Context: an optimization exercise on an open-source flow, tuned for small area. The choices shown serve that exercise and are no tape-out recipe. At most, simulation tests tie the RTL to the original design; equivalence was not proved. The flow treats the clock pin as an ideal source, which a real chip does not have. Power figures rest on the tool's default switching activity, not on a simulated workload.

before:
==> flow/design.v (excerpt) <==
module Top_Module (
        input clk, reset, btn, btn1, btn2, btn3,
        output [11:0] redgrnblu,
        output hsync, vsync,
        output [6:0] seg1, seg2
        );
Size in the first run: about 34 I/O pins, about 0.0043 sq mm of cells after synthesis.
==> module Top_Module, before the edit <==
module Top_Module (
        input clk, reset, btn, btn1, btn2, btn3,
        output [11:0] redgrnblu,
        output hsync, vsync,
        output [6:0] seg1, seg2
        );
        function [9:0] updn10(input [9:0] x, input up, input dn);
                integer i;
                reg o, z;
                begin
                        o = 1'b1;
                        z = 1'b1;
                        for (i = 0; i < 10; i = i + 1) begin
                                updn10[i] = x[i] ^ ((up & o) | (dn & z));
                                o = o & x[i];
                                z = z & ~x[i];
                        end
                end
        endfunction
        function [9:0] subn10(input [9:0] x, input [9:0] yn);
                integer i;
                reg c;
                begin
                        c = 1'b1;
                        for (i = 0; i < 10; i = i + 1) begin
                                subn10[i] = x[i] ^ yn[i] ^ c;
                                c = (x[i] & yn[i]) | ((x[i] ^ yn[i]) & c);
                        end
                end
        endfunction
        function gt10(input [9:0] x, input [9:0] y);
                integer i;
                reg g;
                begin
                        g = 1'b0;
                        for (i = 0; i < 10; i = i + 1)
                                g = (x[i] & ~y[i]) | (~(x[i] ^ y[i]) & g);
                        gt10 = g;
                end
        endfunction
        reg  [9:0] a, v;
        reg        b;
        reg  [4:0] c5;
        reg  [9:0] xbn;            
        reg  [8:0] yb;             
        reg        dx, dy;         
        reg  [8:0] t1n, t2n;       
        reg  [2:0] s1, s2;
        reg        pend1, pend2;
        reg        hit;
        reg  [2:0] col;            
        wire [9:0] xb = ~xbn;
        wire [8:0] t1 = ~t1n, t2 = ~t2n;
        wire       a_end    = a[9] & a[8] & a[4] & a[3] & a[1] & a[0];    
        wire       line_end = b & a_end;
        wire [9:0] a_nx     = line_end ? 10'd0 : updn10(a, b, 1'b0);
        wire       v_end    = v[9] & v[1];                                
        wire [9:0] v_nx     = (line_end & v_end) ? 10'd0 : updn10(v, line_end, 1'b0);
        wire       c5_inc   = b & a[1] & a[0];
        wire       tick     = c5_inc & (&c5);
        wire [9:0] c5_nx    = updn10({5'd0, c5}, c5_inc, 1'b0);
        assign hsync = (a[9:3] == 7'b1010111) | (a[9:5] == 5'b10110);
        assign vsync = (&v[8:5]) & ~(|v[4:1]);
        wire video = ~(a_nx[9] & (a_nx[8] | a_nx[7])) & ~(v_nx[9] | (&v_nx[8:5]));
        wire blank   = (s1 == 3'd7);
        wire win1    = (s1 == 3'd5);
        wire win2    = (s2 == 3'd5);
        wire playing = ~blank & ~win1 & ~win2;
        wire px1 = (a_nx[9:5] == 5'd0) & a_nx[4] & (a_nx[3] | a_nx[2])
                 | (a_nx[9:2] == 8'd8) | (a_nx == 10'd36);
        wire px2 = a_nx[9] & ~a_nx[8] & ((a_nx[6:2] == 5'd23) | (a_nx[6:3] == 4'd12) | (a_nx[6:2] == 5'd26) | (a_nx[6:0] == 7'd108));
        wire pxa = px1 | px2;
        wire xr = xb[9] & xb[6] & (xb[5] | (xb[4] & xb[3] & xb[2] & (xb[1] | xb[0])));    
        wire xl = gt10(10'd36, xb);
        wire [8:0] pa  = pxa ? v_nx[8:0] : yb;
        wire       sl1 = pxa ? px1 : xl;
        wire [8:0] pbn = sl1 ? t1n : t2n;
        wire [9:0] p   = {1'b0, pa} + {1'b1, pbn} + 10'd1;
        wire pin = ~p[8] & ~p[7] & ~(p[6] & (p[5] | p[4]));
        wire hit_nx = pxa ? hit : ((xl | xr) & pin & (p[8:0] != 9'd0));
        wire edge_y = (yb[8:4] == 5'd0) & yb[3] & ~yb[2] & ~yb[1] | (yb[8] & yb[7] & yb[6] & yb[4] & yb[2] & yb[1] & yb[0]);
        wire dy1 = dy ^ edge_y;
        wire dx1 = dx ^ hit;
        wire sc1 = xb[9] & xb[6] & xb[5] & xb[4] & xb[3];    
        wire sc2 = (xb == 10'd0);
        wire step = tick & playing;
        wire mv   = step & ~sc1 & ~sc2;
        wire srv  = step & (sc1 | sc2);
        wire [9:0] xbn_mv = updn10(xbn, mv & ~dx1, mv & dx1);
        wire [9:0] yb_mv  = updn10({1'b0, yb}, mv & dy1, mv & ~dy1);
        wire t1_up = ~btn  & (t1 != 9'd0);
        wire t1_dn = ~btn1 & ~(t1[8] & t1[7] & t1[4]);      
        wire t2_up = ~btn2 & (t2 != 9'd0);
        wire t2_dn = ~btn3 & ~(t2[8] & t2[7] & t2[4]);
        wire m1u = tick & t1_up;
        wire m1d = tick & ~t1_up & t1_dn;
        wire m2u = tick & ~t1_up & ~t1_dn & t2_up;
        wire m2d = tick & ~t1_up & ~t1_dn & ~t2_up & t2_dn;
        wire [9:0] t1n_nx = updn10({1'b0, t1n}, m1u, m1d);
        wire [9:0] t2n_nx = updn10({1'b0, t2n}, m2u, m2d);
        wire [9:0] zx = a_nx + xbn + 10'd9;        
        wire [9:0] zy = {1'b0, v_nx[8:0]} + {1'b1, ~yb} + 10'd9;    
        wire ball_x = (zx[9:5] == 5'd0) & (~zx[4] | (zx[3:0] == 4'd0)) & (xb[9:3] != 7'd0);
        wire ball_y = (zy[8:5] == 4'd0) & (~zy[4] | (zy[3:0] == 4'd0));
        wire ball_on = ball_x & ball_y;
        wire pdl1_on = px1 & pin;
        wire pdl2_on = px2 & pin;
        reg [2:0] col_nx;
        always @* begin
                if (blank) col_nx = 3'b000;
                else if (win1) col_nx = 3'b100;
                else if (win2) col_nx = 3'b001;
                else if (pdl2_on) col_nx = 3'b001;
                else if (pdl1_on) col_nx = 3'b100;
                else if (ball_on) col_nx = 3'b011;
                else col_nx = 3'b111;
        end
        always @(posedge clk) begin
                hit <= hit_nx;
                pend1 <= step & sc1;
                pend2 <= step & sc2;
                if (!reset) begin
                        a <= 0; b <= 0; v <= 0; c5 <= 0;
                        xbn <= ~10'd320; yb <= 9'd240; dx <= 1'b1; dy <= 1'b1;
                        t1n <= ~9'd200; t2n <= ~9'd200;
                        s1 <= 3'd7; s2 <= 3'd7;
                        col <= 3'b000;
                end else begin
                        b <= ~b;
                        a <= a_nx;
                        v <= v_nx;
                        c5 <= c5_nx[4:0];
                        s1 <= blank ? 3'd0 : s1 + {2'd0, pend1};
                        s2 <= blank ? 3'd0 : s2 + {2'd0, pend2};
                        xbn <= srv ? ~10'd320 : xbn_mv;
                        yb  <= srv ? 9'd240 : yb_mv[8:0];
                        if (step) begin
                                dx <= dx1 ^ srv;
                                dy <= dy1 ^ srv;
                        end
                        t1n <= t1n_nx[8:0];
                        t2n <= t2n_nx[8:0];
                        col <= col_nx;
                end
        end
        wire r  = video & col[2];
        wire g  = video & col[1];
        wire bl = video & col[0];
        assign redgrnblu = {r, r, r, r, g, g, g, g, bl, bl, bl, bl};
        function [6:0] seg7(input [2:0] s);
                case (s)
                        3'd0: seg7 = 7'b1000000;
                        3'd1: seg7 = 7'b1111001;
                        3'd2: seg7 = 7'b0100100;
                        3'd3: seg7 = 7'b0110000;
                        3'd4: seg7 = 7'b0011001;
                        3'd5: seg7 = 7'b0010010;
                        default: seg7 = 7'b1111111;
                endcase
        endfunction
        assign seg1 = seg7(s1);
        assign seg2 = seg7(s2);
endmodule
Settings: LEC_CHECK=0, CAP_MARGIN=20, CORE_MARGIN=2, CORE_UTILIZATION=75, SLEW_MARGIN=20; clock period 8.0 ns.
standard.sh (not shown) runs the stock make flow with config.mk's settings and CLKGATE_MAP_FILE= SYNTH_SCRIPT=/design/flow/synth_recipe.tcl, a recipe that flattens the netlist after the stock synthesis.
==> flow/flow/run.sh <==
#!/bin/bash
# Own layout flow: the standard synthesis, then the combinational logic of
# its netlist is re-mapped for area by Yosys/ABC (flip-flops kept as they are,
# same names and cells), checked equivalent to the standard netlist, and laid
# out with the standard ORFS steps using small port buffers and a clock tree
# without dummy loads whose buffers are then shrunk while the clock slew allows.
set -uo pipefail
HERE=$PWD
R=$HERE/orfs/results/sky130hd/Top_Module/base
LIB=$FLOW_HOME/platforms/sky130hd/lib/sky130_fd_sc_hd__tt_025C_1v80.lib
FLOWDIR=$HERE/flow
CTS_BUF=sky130_fd_sc_hd__clkbuf_8
MY_CTS_ARGS=""
SHRINK_CLOCK_TREE=1
export MY_CLK_SLEW=0.105
export MY_CLK_LEAVES=8
if [[ -f $FLOWDIR/params.sh ]]; then source $FLOWDIR/params.sh; fi
MY_CTS_ARGS=${MY_CTS_ARGS:-"-sink_clustering_enable -repair_clock_nets -dont_use_dummy_load -buf_list $CTS_BUF"}

bash standard.sh $R/1_2_yosys.v > $HERE/synth_standard.log 2>&1 || exit 1
cp $R/1_2_yosys.v $HERE/netlist_standard.v

# several ABC runs in parallel (deepsyn seeds, each stopping after 500 steps
# without improvement, then two mapping variants; plus plain amap); keep the smallest netlist that is
# proven equivalent to the standard one
SCRIPTS=(
  "+strash;&get,-n;&deepsyn,-J,500,-S,0;&put;dch,-f;amap;"
  "+strash;&get,-n;&deepsyn,-J,500,-S,0;&put;dch;amap;"
  "+strash;&get,-n;&deepsyn,-J,500,-S,1;&put;dch,-f;amap;"
  "+strash;&get,-n;&deepsyn,-J,500,-S,1;&put;dch;amap;"
  "+strash;&get,-n;&deepsyn,-J,500,-S,2;&put;dch,-f;amap;"
  "+strash;&get,-n;&deepsyn,-J,500,-S,2;&put;dch;amap;"
  "+strash;&get,-n;&deepsyn,-J,500,-S,3;&put;dch,-f;amap;"
  "+strash;&get,-n;&deepsyn,-J,500,-S,3;&put;dch;amap;"
  "+strash;&get,-n;&deepsyn,-J,500,-S,4;&put;dch,-f;amap;"
  "+strash;&get,-n;&deepsyn,-J,500,-S,4;&put;dch;amap;"
  "+strash;&get,-n;&deepsyn,-J,500,-S,5;&put;dch,-f;amap;"
  "+strash;&get,-n;&deepsyn,-J,500,-S,5;&put;dch;amap;"
  "+strash;&get,-n;&deepsyn,-J,500,-S,6;&put;dch,-f;amap;"
  "+strash;&get,-n;&deepsyn,-J,500,-S,6;&put;dch;amap;"
  "+strash;&get,-n;&deepsyn,-J,500,-S,7;&put;dch,-f;amap;"
  "+strash;&get,-n;&deepsyn,-J,500,-S,7;&put;dch;amap;"
  "+strash;dch,-f;amap;"
)
JOBS=${NUM_CORES:-4}
for i in "${!SCRIPTS[@]}"; do
  LIB=$LIB ABCSCR="${SCRIPTS[$i]}" IN_V=$HERE/netlist_standard.v OUT_V=$HERE/netlist_reopt_$i.v \
    yosys -c $FLOWDIR/reopt.tcl > $HERE/reopt_$i.log 2>&1 &
  if (( (i + 1) % JOBS == 0 )); then wait; fi
done
wait
best=""; best_area=""
for i in "${!SCRIPTS[@]}"; do
  area=$(grep "Chip area" $HERE/reopt_$i.log | tail -1 | awk '{print $NF}')
  [[ -z "$area" ]] && continue
  if LIB=$LIB A_V=$HERE/netlist_standard.v B_V=$HERE/netlist_reopt_$i.v yosys -c $FLOWDIR/eqv.tcl > $HERE/equiv_$i.log 2>&1; then
    echo "script $i area $area equivalent" >> $HERE/netlist_choice.log
    if [[ -z "$best" ]] || awk "BEGIN{exit !($area < $best_area)}"; then best=$i; best_area=$area; fi
  else
    echo "script $i area $area NOT proven equivalent" >> $HERE/netlist_choice.log
  fi
done
if [[ -n "$best" ]]; then
  cp $HERE/netlist_reopt_$best.v $R/1_2_yosys.v
  echo "using re-mapped netlist $best (area $best_area)" >> $HERE/netlist_choice.log
else
  echo "no re-mapped netlist proven equivalent; using the standard netlist" >> $HERE/netlist_choice.log
fi

POST_CTS=""
if [[ $SHRINK_CLOCK_TREE == 1 ]]; then POST_CTS="POST_CTS_TCL=$FLOWDIR/post_cts.tcl"; fi
bash standard.sh finish $POST_CTS \
  BUFFER_PORTS_ARGS="-buffer_cell sky130_fd_sc_hd__buf_1" \
  CTS_ARGS="$MY_CTS_ARGS" \
  > $HERE/layout_standard.log 2>&1
Other scripts of this flow, unchanged in this note and not shown: flow/flow/eqv.tcl, flow/flow/post_cts.tcl, flow/flow/reopt.tcl
Changes in after relative to before:
--- a/flow/design.v
+++ b/flow/design.v
@@ -66,11 +66,11 @@
         wire win1    = (s1 == 3'd5);
         wire win2    = (s2 == 3'd5);
         wire playing = ~blank & ~win1 & ~win2;
         wire px1 = (a_nx[9:5] == 5'd0) & a_nx[4] & (a_nx[3] | a_nx[2])
                  | (a_nx[9:2] == 8'd8) | (a_nx == 10'd36);
-        wire px2 = a_nx[9] & ~a_nx[8] & ((a_nx[6:2] == 5'd23) | (a_nx[6:3] == 4'd12) | (a_nx[6:2] == 5'd26) | (a_nx[6:0] == 7'd108));
+        wire px2 = (a_nx[9:2] == 8'd151) | (a_nx[9:3] == 7'd76) | (a_nx[9:2] == 8'd154) | (a_nx == 10'd620);
         wire pxa = px1 | px2;
         wire xr = xb[9] & xb[6] & (xb[5] | (xb[4] & xb[3] & xb[2] & (xb[1] | xb[0])));    
         wire xl = gt10(10'd36, xb);
         wire [8:0] pa  = pxa ? v_nx[8:0] : yb;
         wire       sl1 = pxa ? px1 : xl;
@@ -115,25 +115,25 @@
                 else if (ball_on) col_nx = 3'b011;
                 else col_nx = 3'b111;
         end
         always @(posedge clk) begin
                 hit <= hit_nx;
-                pend1 <= step & sc1;
-                pend2 <= step & sc2;
                 if (!reset) begin
                         a <= 0; b <= 0; v <= 0; c5 <= 0;
                         xbn <= ~10'd320; yb <= 9'd240; dx <= 1'b1; dy <= 1'b1;
                         t1n <= ~9'd200; t2n <= ~9'd200;
-                        s1 <= 3'd7; s2 <= 3'd7;
+                        s1 <= 3'd7; s2 <= 3'd7; pend1 <= 1'b0; pend2 <= 1'b0;
                         col <= 3'b000;
                 end else begin
                         b <= ~b;
                         a <= a_nx;
                         v <= v_nx;
                         c5 <= c5_nx[4:0];
                         s1 <= blank ? 3'd0 : s1 + {2'd0, pend1};
                         s2 <= blank ? 3'd0 : s2 + {2'd0, pend2};
+                        pend1 <= step & sc1;
+                        pend2 <= step & sc2;
                         xbn <= srv ? ~10'd320 : xbn_mv;
                         yb  <= srv ? 9'd240 : yb_mv[8:0];
                         if (step) begin
                                 dx <= dx1 ^ srv;
                                 dy <= dy1 ^ srv;
==> notes.md <==
- In the flow results for before and after, the ratio of final minimum period to clock period is smaller on after.
- Going from before to after, cell leakage power shrank by 1.6%, routed wire length comparable.
- Relative to before, total non-filler cell area in the finished layout decreased by 0.46% in after.
- Taking before as the reference, in after all-layer global routing usage shows an increase of 1.8 points; portion of the layout cell area used by clock cells shows no meaningful change.
Only the layout flow was run in before; the RTL was not checked for function there.

port drivers added, routing unchanged:
In the flow no input, the clock included, has a driving cell. The finished layouts below were timed again as built, in two steps.
Step 1 sets driving cells, clkbuf_16 on the clock port and buf_2 on the other inputs (assumed; they add their load-dependent delay and slew).
Step 2 also shifts input and output timing later by t, the mid clock arrival at the registers, as if the neighbouring blocks saw the same clock.
a / b / c = ideal ports / drivers / drivers and shift; a / b = the first two.
| run | t (ns) | setup slack, ns | cell pins on the clock port's net |
|---|---|---|---|
| before | 0.446 | 2.704 / 2.675 / 2.975 | 1 |
| after | 0.530 | 2.934 / 2.903 / 2.993 | 1 |
After both steps setup and hold are still met in every run listed.
